Context: an optimization exercise on an open-source flow, tuned for small area, a short achievable clock period and few clock cycles per item. The choices shown serve that exercise and are no tape-out recipe.
Only simulation tests tie the RTL to the original design; equivalence was not proved.

**flow/run.sh**
```bash
#!/bin/bash
# synth_recipe.tcl (not shown) runs the flow's synth.tcl, then flattens the netlist and writes it again
# the make line also repeats each setting of config.mk as NAME=value (left out here)
make -C /OpenROAD-flow-scripts/flow DESIGN_CONFIG=/design/flow/config.mk WORK_HOME=/design/flow/orfs CLKGATE_MAP_FILE= SYNTH_SCRIPT=/design/flow/synth_recipe.tcl finish
```
**flow/config.mk**
```make
export PLATFORM = sky130hd
export DESIGN_NAME = M1
export DESIGN_NICKNAME = M1
export VERILOG_FILES = /design/flow/design.v
export SDC_FILE = /design/flow/constraint.sdc
export NUM_CORES = 4
export LEC_CHECK = 0
export CAP_MARGIN = 20
export CORE_MARGIN = 2
export CORE_UTILIZATION = 40
export SLEW_MARGIN = 20
```
**flow/constraint.sdc**
```tcl
create_clock -name core_clock -period 24.0 [get_ports {Clock}]
set_input_delay 4.8000 -clock core_clock [delete_from_list [all_inputs] [get_ports {Clock}]]
set_output_delay 4.8000 -clock core_clock [all_outputs]
set_load 0.01 [all_outputs]
```
**flow/design.v**
```verilog
`timescale 1ns/100ps
`default_nettype none
module M1 (
  input logic Clock,
  input logic Resetn,
  input logic Start,
  output logic Stop,
  output logic[17:0]   SRAM_address,
  output logic[15:0]   SRAM_write_data,
  output logic         SRAM_we_n,
  input logic[15:0]    SRAM_read_data
);
localparam logic [17:0] Y_START = 18'd0;
localparam logic [17:0] U_START = 18'd38400;
localparam logic [17:0] V_START = 18'd57600;
localparam logic [17:0] RGB_START = 18'd146944;
localparam logic [15:0] IMG_WIDTH = 16'd320;
localparam logic [15:0] IMG_HEIGHT = 16'd240;
localparam logic [31:0] NUM_ITERATIONS = 32'd19200; 
logic [7:0] Yp0, Yp1, Yp2, Yp3;  
logic [7:0] YP0, YP1, YP2, YP3;
logic [7:0] Un4, Un2, U0, Up2, Up4, Up6, Up8, Up10;
logic [7:0] UP8, UP10;
logic [7:0] Vn4, Vn2, V0, Vp2, Vp4, Vp6, Vp8, Vp10;  
logic [7:0] VP8, VP10;
logic signed [31:0] mult00, mult01, mult10, mult11, mult20, mult21, mult30, mult31;
logic signed [63:0] MULT0, MULT1, MULT2, MULT3;
logic [7:0] R0, G0, B0, R1, G1, B1, R2, G2, B2, R3, G3, B3;  
logic [7:0] r0, g0, b0, r1, g1, b1, r2, g2, b2, r3, g3, b3;  
logic signed [31:0] r_unclipped, g_unclipped, b_unclipped;  
logic signed [31:0] U_0, U_1, U_2, U_3,
                    V_0, V_1, V_2, V_3;
logic signed [31:0] U_3B0, U_3B1, U_3B2;
logic signed [63:0] A11, A21, A31_0, A31_1, A31_2, A31_3;
logic[17:0] ITERATION;
enum logic [7:0] {
  IDLE,
  I0, I1, I2, I3, I4, I5, I6,
  C0, C1, C2, C3, C4, C5, C6, C7, C8, C9, C10, C11,
  O0
} STATE;
always_comb begin
  MULT0 = $signed(mult00 * mult01);
  MULT1 = $signed(mult10 * mult11);
  MULT2 = $signed(mult20 * mult21);
  MULT3 = $signed(mult30 * mult31);
end
always_comb begin
  YP0 = 0; YP1 = 0; YP2 = 0; YP3 = 0;
  UP8 = 0; UP10 = 0;
  VP8 = 0; VP10 = 0;
  r_unclipped = 0; g_unclipped = 0; b_unclipped = 0;
  mult00 = 0; mult01 = 0;
  mult10 = 0; mult11 = 0;
  mult20 = 0; mult21 = 0;
  mult30 = 0; mult31 = 0;
  r0 = 0; r1 = 0; r2 = 0; r3 = 0;
  g0 =0; g1 = 0; g2 = 0; g3 = 0;
  b0 = 0; b1 = 0; b2 = 0; b3 = 0;
  case(STATE)
	C3: begin
		YP0 = SRAM_read_data[15:8];
		YP1 = SRAM_read_data[7:0];
		mult00 = 32'd76284;
		mult01 = YP0 - 8'd16;
		mult10 = 32'd76284;
		mult11 = YP1 - 8'd16;
	end
	C4: begin
		YP2 = SRAM_read_data[15:8];
		YP3 = SRAM_read_data[7:0];
		mult20 = 32'd76284;
		mult21 = YP2 - 8'd16;
		mult30 = 32'd76284;
		mult31 = YP3 - 8'd16;
	end
	C5: begin
		if((ITERATION % (IMG_WIDTH >> 2)) > ((IMG_WIDTH >> 2) - 3)) begin
			UP8 = Up6;
			UP10 = Up6;
		end
		else begin
			UP8 = SRAM_read_data[15:8];
			UP10 = SRAM_read_data[7:0];
		end
		mult00 = 32'd21;
		mult01 = Up6 + Un4;
		mult10 = 32'd52;
		mult11 = Up4 + Un2;
		mult20 = 32'd159;
		mult21 = Up2 + U0;  
		mult30 = 32'd21;
		mult31 = UP8 + Un2;
	end
	C6: begin
		if((ITERATION % (IMG_WIDTH >> 2)) > ((IMG_WIDTH >> 2) - 3)) begin
			VP8 = Vp6;
			VP10 = Vp6;
		end
		else begin
			VP8 = SRAM_read_data[15:8];
			VP10 = SRAM_read_data[7:0];
		end
		mult00 = 32'd21;
		mult01 = Vp6 + Vn4;
		mult10 = 32'd52;
		mult11 = Vp4 + Vn2;
		mult20 = 32'd159;
		mult21 = Vp2 + V0;  
		mult30 = 32'd52;
		mult31 = Up6 + U0;
	end
	C7: begin
		mult00 = 32'd104595;
		mult01 = V_0 - 32'd128;
		mult10 = -32'd25624;
		mult11 = U_0 - 32'd128;
		mult20 = -32'd53281;
		mult21 = V_0 - 32'd128;
		mult30 = 32'd132251;
		mult31 = U_0 - 32'd128;
		r_unclipped = (A31_0 + MULT0) >>> 16;
		g_unclipped = (A31_0 + MULT1 + MULT2) >>> 16;
		b_unclipped = (A31_0 + MULT3) >>> 16;
		if(r_unclipped >= 0) begin
			if(r_unclipped < 256) r0 = r_unclipped[7:0];
			else r0 = 8'd255;
		end
		else r0 = 0;
		if(g_unclipped > 0) begin
			if(g_unclipped < 256) g0 = g_unclipped[7:0];
			else g0 = 8'd255;
		end
		else g0 = 0;
		if(b_unclipped > 0) begin
			if(b_unclipped < 256) b0 = b_unclipped[7:0];
			else b0 = 8'd255;
		end
		else b0 = 0;
	end
	C8: begin
		mult00 = 32'd104595;
		mult01 = V_1 - 32'd128;
		mult10 = -32'd25624;
		mult11 = U_1 - 32'd128;
		mult20 = -32'd53281;
		mult21 = V_1 - 32'd128;
		mult30 = 32'd132251;
		mult31 = U_1 - 32'd128;
		r_unclipped = (A31_1 + MULT0) >>> 16;
		g_unclipped = (A31_1 + MULT1 + MULT2) >>> 16;
		b_unclipped = (A31_1 + MULT3) >>> 16;
		if(r_unclipped >= 0) begin
			if(r_unclipped < 256) r1 = r_unclipped[7:0];
			else r1 = 8'd255;
		end
		else r1 = 0;
		if(g_unclipped > 0) begin
			if(g_unclipped < 256) g1 = g_unclipped[7:0];
			else g1 = 8'd255;
		end
		else g1 = 0;
		if(b_unclipped > 0) begin
			if(b_unclipped < 256) b1 = b_unclipped[7:0];
			else b1 = 8'd255;
		end
		else b1 = 0;
	end
	C9: begin
		mult00 = 32'd21;
		mult01 = Vp8 + Vn2;
		mult10 = 32'd52;
		mult11 = Vp6 + V0;
		mult20 = 32'd159;
		mult21 = Vp4 + Vp2;  
		mult30 = 32'd159;
		mult31 = Up4 + Up2;  
	end
	C10: begin
		mult00 = 32'd104595;
		mult01 = V_2 - 32'd128;
		mult10 = -32'd25624;
		mult11 = U_2 - 32'd128;
		mult20 = -32'd53281;
		mult21 = V_2 - 32'd128;
		mult30 = 32'd132251;
		mult31 = U_2 - 32'd128;
		r_unclipped = (A31_2 + MULT0) >>> 16;
		g_unclipped = (A31_2 + MULT1 + MULT2) >>> 16;
		b_unclipped = (A31_2 + MULT3) >>> 16;
		if(r_unclipped >= 0) begin
			if(r_unclipped < 256) r2 = r_unclipped[7:0];
			else r2 = 8'd255;
		end
		else r2 = 0;
		if(g_unclipped > 0) begin
			if(g_unclipped < 256) g2 = g_unclipped[7:0];
			else g2 = 8'd255;
		end
		else g2 = 0;
		if(b_unclipped > 0) begin
			if(b_unclipped < 256) b2 = b_unclipped[7:0];
			else b2 = 8'd255;
		end
		else b2 = 0;
	end
	C11: begin
		mult00 = 32'd104595;
		mult01 = V_3 - 32'd128;
		mult10 = -32'd25624;
		mult11 = U_3 - 32'd128;
		mult20 = -32'd53281;
		mult21 = V_3 - 32'd128;
		mult30 = 32'd132251;
		mult31 = U_3 - 32'd128;
		r_unclipped = (A31_3 + MULT0) >>> 16;
		g_unclipped = (A31_3 + MULT1 + MULT2) >>> 16;
		b_unclipped = (A31_3 + MULT3) >>> 16;
		if(r_unclipped >= 0) begin
			if(r_unclipped < 256) r3 = r_unclipped[7:0];
			else r3 = 8'd255;
		end
		else r3 = 0;
		if(g_unclipped > 0) begin
			if(g_unclipped < 256) g3 = g_unclipped[7:0];
			else g3 = 8'd255;
		end
		else g3 = 0;
		if(b_unclipped > 0) begin
			if(b_unclipped < 256) b3 = b_unclipped[7:0];
			else b3 = 8'd255;
		end
		else b3 = 0;
	end
  endcase
end
logic [17:0] IDLE_PERIOD_WRITE_ADDRESS;
logic [15:0] IDLE_PERIOD_WRITE_DATA;
logic IDLE_SHOULD_WRITE_BE_PERFORMED;
always_ff @(posedge Clock or negedge Resetn) begin
  if(~Resetn) begin
	STATE <= IDLE;
	Stop <= 0;
	R0 <= 0; R1 <= 0; R2 <= 0; R3 <= 0;
	G0 <= 0; G1 <= 0; G2 <= 0; G3 <= 0;
	B0 <= 0; B1 <= 0; B2 <= 0; B3 <= 0;
	U_0 <= 0; U_1 <= 0; U_2 <= 0; U_3 <= 0;
	V_0 <= 0; V_1 <= 0; V_2 <= 0; V_3 <= 0;
	Yp0 <= 0; Yp1 <= 0; Yp2 <= 0; Yp3 <=0;
	Un4 <=0; Un2 <=0; U0 <= 0; Up2 <= 0; Up4 <=0; Up6 <= 0; Up8 <= 0; Up10 <= 0;
	Vn4 <= 0; Vn2 <= 0; V0 <= 0; Vp2 <=0; Vp4 <= 0; Vp6 <= 0; Vp8 <= 0; Vp10 <=0;
	IDLE_PERIOD_WRITE_ADDRESS <= 0;
	IDLE_PERIOD_WRITE_DATA <= 0;
	IDLE_SHOULD_WRITE_BE_PERFORMED <= 0;
	SRAM_address <= 0;
	SRAM_write_data <= 0;
	SRAM_we_n <= 1;
	ITERATION <= 0;
	A31_0 <= 0; A31_1 <= 0; A31_2 <= 0; A31_3 <= 0;
	U_3B0 <= 0; U_3B1 <= 0; U_3B2 <= 0;
  end
  else begin
	case(STATE)
		IDLE: begin
			SRAM_address <= 0;
			SRAM_write_data <= 0;
			SRAM_we_n <= 1;
			ITERATION <= 0;
			if(Start && ~Stop) STATE <= I0;
			else STATE <= IDLE;
		end
		I0: begin
			SRAM_we_n <= 1;
			SRAM_address <= U_START + ITERATION;
			STATE <= I1;
		end
		I1: begin
			SRAM_we_n <= 1;
			SRAM_address <= U_START + ITERATION + 1;
			STATE <= I2;
		end
		I2: begin
			SRAM_we_n <= 1;
			SRAM_address <= V_START + ITERATION;
			STATE <= I3;
		end
		I3: begin
			Up2 <= SRAM_read_data[7:0];
			U0 <= SRAM_read_data[15:8];
			Un2 <= SRAM_read_data[15:8];
			Un4 <= SRAM_read_data[15:8];
			SRAM_we_n <= 1;
			SRAM_address <= V_START + ITERATION + 1;
			STATE <= I4;
		end
		I4: begin
			Up4 <= SRAM_read_data[15:8];
			Up6 <= SRAM_read_data[7:0];
			Up8 <= 0;
			Up10 <= 0;
			STATE <= I5;
		end
		I5: begin
			Vp2 <= SRAM_read_data[7:0];
			V0 <= SRAM_read_data[15:8];
			Vn2 <= SRAM_read_data[15:8];
			Vn4 <= SRAM_read_data[15:8];
			STATE <= I6;
		end
		I6: begin
			Vp4 <= SRAM_read_data[15:8];
			Vp6 <= SRAM_read_data[7:0];
			Vp8 <= 0;
			Vp10 <= 0;
			STATE <= C0;
		end
		C0: begin
			SRAM_address <= Y_START + (ITERATION << 1);
			SRAM_we_n <= 1;
			STATE <= C1;
		end
		C1: begin
			SRAM_address <= Y_START + 1 + (ITERATION << 1);
			SRAM_we_n <= 1;
			STATE <= C2;
		end
		C2: begin
			SRAM_address <= U_START + ITERATION + 2;  
			SRAM_we_n <= 1;
			STATE <= C3;
		end
		C3: begin
			SRAM_address <= V_START + ITERATION + 2;  
			SRAM_we_n <= 1;
			Yp0 <= YP0;
			Yp1 <= YP1;
			A31_0 <= MULT0;
			A31_1 <= MULT1;
			STATE <= C4;
		end
		C4: begin
			if(IDLE_SHOULD_WRITE_BE_PERFORMED) begin
				SRAM_we_n <= 0;
				SRAM_address <= IDLE_PERIOD_WRITE_ADDRESS;
				SRAM_write_data <= IDLE_PERIOD_WRITE_DATA;
				IDLE_SHOULD_WRITE_BE_PERFORMED <= 0;
			end
			A31_2 <= MULT2;
			A31_3 <= MULT3;
			Yp2 <= YP2;
			Yp3 <= YP3;
			STATE <= C5;
		end
		C5: begin
			Up10 <= UP10;
			Up8 <= UP8;
			U_0 <= U0;
			U_1 <= (MULT0 + MULT2 + 32'd128 - MULT1) >> 8;
			U_2 <= Up2;
			U_3B0 <= MULT3;
			SRAM_we_n <= 1;
			STATE <= C6;
		end
		C6: begin
			Vp10 <= VP10;
			Vp8 <= VP8;
			V_0 <= V0;
			V_1 <= (MULT0 - MULT1 + MULT2 + 32'd128) >> 8;
			V_2 <= Vp2;
			U_3B1 <= MULT3;
			STATE <= C7;
		end
		C7: begin
			R0 <= r0;
			G0 <= g0;
			B0 <= b0;
			SRAM_we_n <= 0;
			SRAM_address <= RGB_START + 0 + (ITERATION << 2) + (ITERATION << 1);
			SRAM_write_data <= {r0, g0};
			STATE <= C8;
		end
		C8: begin
			R1 <= r1;
			G1 <= g1;
			B1 <= b1;
			SRAM_we_n <= 0;
			SRAM_address <= RGB_START + 1 + (ITERATION << 2) + (ITERATION << 1);
			SRAM_write_data <= {B0, r1};
			STATE <= C9;
		end
		C9: begin
			U_3B2 <= MULT3;  
			U_3 <= (U_3B0 - U_3B1 + MULT3 + 32'd128) >> 8;
			V_3 <= (MULT0 - MULT1 + MULT2 + 32'd128) >> 8;
			SRAM_we_n <= 0;
			SRAM_address <= RGB_START + 2 + (ITERATION << 2) + (ITERATION << 1);
			SRAM_write_data <= {G1, B1};
			STATE <= C10;
		end
		C10: begin
			R2 <= r2;
			G2 <= g2;
			B2 <= b2;
			SRAM_we_n <= 0;
			SRAM_address <= RGB_START + 3 + (ITERATION << 2) + (ITERATION << 1);
			SRAM_write_data <= {r2, g2};
			STATE <= C11;
		end
		C11: begin
			R3 <= r3;
			G3 <= g3;
			B3 <= b3;
			SRAM_we_n <= 0;
			SRAM_address <= RGB_START + 4 + (ITERATION << 2) + (ITERATION << 1);
			SRAM_write_data <= {B2, r3};
			IDLE_PERIOD_WRITE_ADDRESS <= RGB_START + 5 + (ITERATION << 2) + (ITERATION << 1);
			IDLE_PERIOD_WRITE_DATA <= {g3, b3};
			IDLE_SHOULD_WRITE_BE_PERFORMED <= 1;
			Up10 <= 0; Up8 <= 0; 
			Up6 <= Up10; Up4 <= Up8; Up2 <= Up6; U0 <= Up4; Un2 <= Up2; Un4 <= U0;
			Vp10 <= 0; Vp8 <= 0; 
			Vp6 <= Vp10; Vp4 <= Vp8; Vp2 <= Vp6; V0 <= Vp4; Vn2 <= Vp2; Vn4 <= V0;
			ITERATION <= ITERATION + 1;
			if(ITERATION == NUM_ITERATIONS - 1) STATE <= O0;
			else if(ITERATION % (IMG_WIDTH >> 2) == ((IMG_WIDTH >> 2) - 1)) STATE <= I0;  
			else STATE <= C0;
		end
		O0: begin
			if(IDLE_SHOULD_WRITE_BE_PERFORMED) begin
				SRAM_we_n <= 0;
				SRAM_address <= IDLE_PERIOD_WRITE_ADDRESS;
				SRAM_write_data <= IDLE_PERIOD_WRITE_DATA;
				IDLE_SHOULD_WRITE_BE_PERFORMED <= 0;
			end
			STATE <= IDLE;
			Stop <= 1;
		end
	endcase
  end
end
endmodule
```
==> results.yml <==
outcome:
  status: "timing/DRC/antenna clean"
routing:
  routedWlPerCell_um: 24.0
  first_iter_violations: 7906
  ant_nets: 0
  viasPerCell: 5.57
  wirelength_um: 365000
  drc_errors: 0
  first_pass_iters: 6
  vias: 84625
floorplanning:
  coreArea_sq_um: 254000
  die_x_um: 509
  num_rows: 185
  dieArea_sq_um: 259000
  ios: 55
  start_util_pct: 40.2
  die_h_um: 509
timing:
  rsz0062_at_grt: "false"
  fin_crit_sh_pct: 94.7
  hold_viol_final: 0
  setup_violations: 0
  skew_ns: 0.0376
  relSlewSlack_pct: 19.0
  maxSlewViolCount: 0
  whs_ns: 0.474
  min_period_ns: 22.74
  worst_pin_slew_ns: 1.21
  fmax_ghz: 0.0440
global_route:
  use_met1_pct: 39.5
  grtUsageMet3_pct: 4.39
  track_usage_pct: 28.3
  grt_overflow: 0
  gr-max-usage-layer: "met2"
  antenna_found_initial: 10
  grt_max_degree: 199
  grt_pass1_vias: 85502
  met2_usage_pct: 43.7
  grt_pass1_wl_um: 552000
synth:
  synthArstFlopShare_pct: 100
  synth_cell_types: 106
  syn_inst: 11661
  synthesis.area_sq_um: 102000
  ys.flop_type: "dfrtp_1"
  ys_seq_area_share_pct: 14.8
  synth_fp_nets: 14276
  yosysWarningCount: 1
  synth_seq_cells: 604
  synth_edf_count: 0
  syn_area_per_cell_sq_um: 8.74
clocking:
  cts.sinks: 604
  hold_buffers: 0
  clk_latency_ns: 0.76
  path_clk_slew_ns: 0.06
  h-tree-depth: 3
  cts_tree: "built"
  ctsLongestPathBuffers: 3
  cts-root-buf: "clkbuf_16"
  cts_buffers: 83
cells_and_area:
  final_common_cell: "inv_1"
  area_delta_synth_final_pct: 8.77
  finalNetCount: 14361
  final_cell_area_sq_um: 111000
  drive_gt1_share_pct: 5.36
  final_cell_mix: "inv_1 (2015), nand2_1 (1324), ha_1 (1315)"
worst_setup_path:
  worst_path_largest_cell_delay_ns: 0.63
  path_class: "reg -> reg"
  required_ns: 24.61
  r2r-end: "U_3[25]"
  r2r-start: "ITERATION[15]"
  crit_end: "U_3[25]"
  crit_top_cell: "a21boi_0"
  reg2reg_depth: 82
  startpoint: "ITERATION[15]"
  worstSetupEndpointType: "flop"
  critPathArrivalTime_ns: 23.35
  crit_slowest_cell: "a2111oi_0"
  setup.worst_path.start_class: "flop"
  path_max_fanout: 12
  rrSetupSlack_ns: 1.26
place:
  io_buffers: 54
  gp_congestion: 0.986
  postPlaceCellArea_sq_um: 108000
  dp_hpwl_um: 301000
worst_hold_path:
  min_path_type: "reg -> reg"
  holdCritStartpoint: "V_3[4]"
run:
  maxCapViolations: 0
-- kinds of logic after synthesis --
group	count (synthesis)	synth area share (%)
fa+ha+maj	2600	41.4
xor+xnor	757	6.52
compound gates	2310	14.7
mux	96	0.972
flops	604	14.8
buf+inv	2342	8.66
simple gates	2952	12.9
-- synth_stat cells, types with 26 or more instances --
cell type  number  area share (%)
inv_1        2015             7.4
nand2_1      1332             4.9
ha_1         1315              16
fa_1         1281              25
nor2_1        702             2.6
o21ai_0       608             3.0
dfrtp_1       603              15
a21oi_1       543             2.7
xnor2_1       538             4.6
clkbuf_1      271             1.0
xor2_1        218             1.9
nor3_1        184            0.90
a21o_1        163             1.2
o21a_1        158             1.2
nand3_1       148            0.73
o21bai_1      134            0.99
and2_1         91            0.56
and3_1         77            0.47
mux2i_1        73            0.72
a31oi_1        64            0.39
nand2b_1       60            0.37
or3_1          60            0.37
nor2b_1        55            0.34
a221o_1        54            0.53
or2_2          54            0.33
nor4_1         53            0.33
a22oi_1        50            0.37
o211ai_1       49            0.36
a21boi_0       46            0.34
a211oi_1       42            0.31
o31ai_1        42            0.31
buf_1          41            0.15
a221oi_1       38            0.33
nand4_1        37            0.23
o22ai_1        35            0.21
o221ai_1       34            0.29
o2111ai_1      26            0.22
-- metal layers --
layer  vias to the layer above  share of wire, %  routed length [um]
met1                     42058                43              159000
met2                      3367                44              161000
met4                         2               4.8               17600
met3                       617               7.6               27600
li1                      38581                 -                   -
met5                         -            0.0036                  13
-- worst min-delay path by stage --
stage                     cells after the start     end
after detailed placement                      2  Vp6[2]
after CTS                                     2  Vp6[1]
after global routing                          2  U_0[3]
after floorplan                               2  U_3[0]
final                                         2  V_3[4]
after global placement                        2  Vp6[6]
-- through the flow --
stage	cells	setup slack, ns	setup TNS (ns)	util [%]
floorplan	11661	3.89	0	-
global placement	15017	-0.0752	-0.676	42.5
detailed placement	15017	-0.107	-1.00	42.5
CTS	15171	0.0420	0	43.6
global route	15182	0.00331	0	43.7
finish	15186	1.26	0	43.7
-- worst max-delay path: cells and delay by family (launching register included) --
kind / cells / cell delay (ns)
AO/OA/AOI/OAI: 42 / 10.21
XOR/XNOR: 1 / 0.11
adder cells (fa/ha/maj): 11 / 4.19
buffers and inverters: 9 / 1.15
flip-flops: 1 / 0.60
multiplexers: 1 / 0.26
AND/OR/NAND/NOR: 18 / 6.06
-- cell type report --
class	instances	area, sq um
fill	24866	143000
multi-input combinational	8715	78500
sequential	604	15100
inverter	2019	7580
tap	3366	4210
timing repair buffer	323	2590
clock buffer	113	2340
clock inverter	41	458
antenna	5	12.5
-- timing repair --
action	4_1_cts	5_1_grt
hold endpoints to repair	0	0
buffers inserted	0	8
pin swaps	0	5
resized for setup	3	26
setup endpoints to repair	15	46
Testbench counts, summed over its fixed seeds: cycles 928,332, images 4.

static timing again, ports no longer ideal:
The results above use ideal ports. As a check the final layout listed here was re-extracted and re-timed, cells and wires unchanged. Step 1, drivers: a clkbuf_16 drives Clock and a buf_2 each remaining input, both assumed. Step 2 moves the port delays by t, midway between the first and last clock arrival at a register: inputs arrive t later, outputs are due t later. That takes back most of the time a late clock gives input paths. Three values: no drivers, after step 1, after step 2; two values: the first two.
t, ns: 0.827
setup WS [ns]: 1.262 / 1.262 / 1.262
worst hold slack (ns): 0.474 / 0.474 / 0.474
worst setup path after step 2: register to register
After both steps this run still meets setup and hold. For this run, drivers alone change the setup slack by 0.000 ns; drivers and shift together by 0.000 ns.
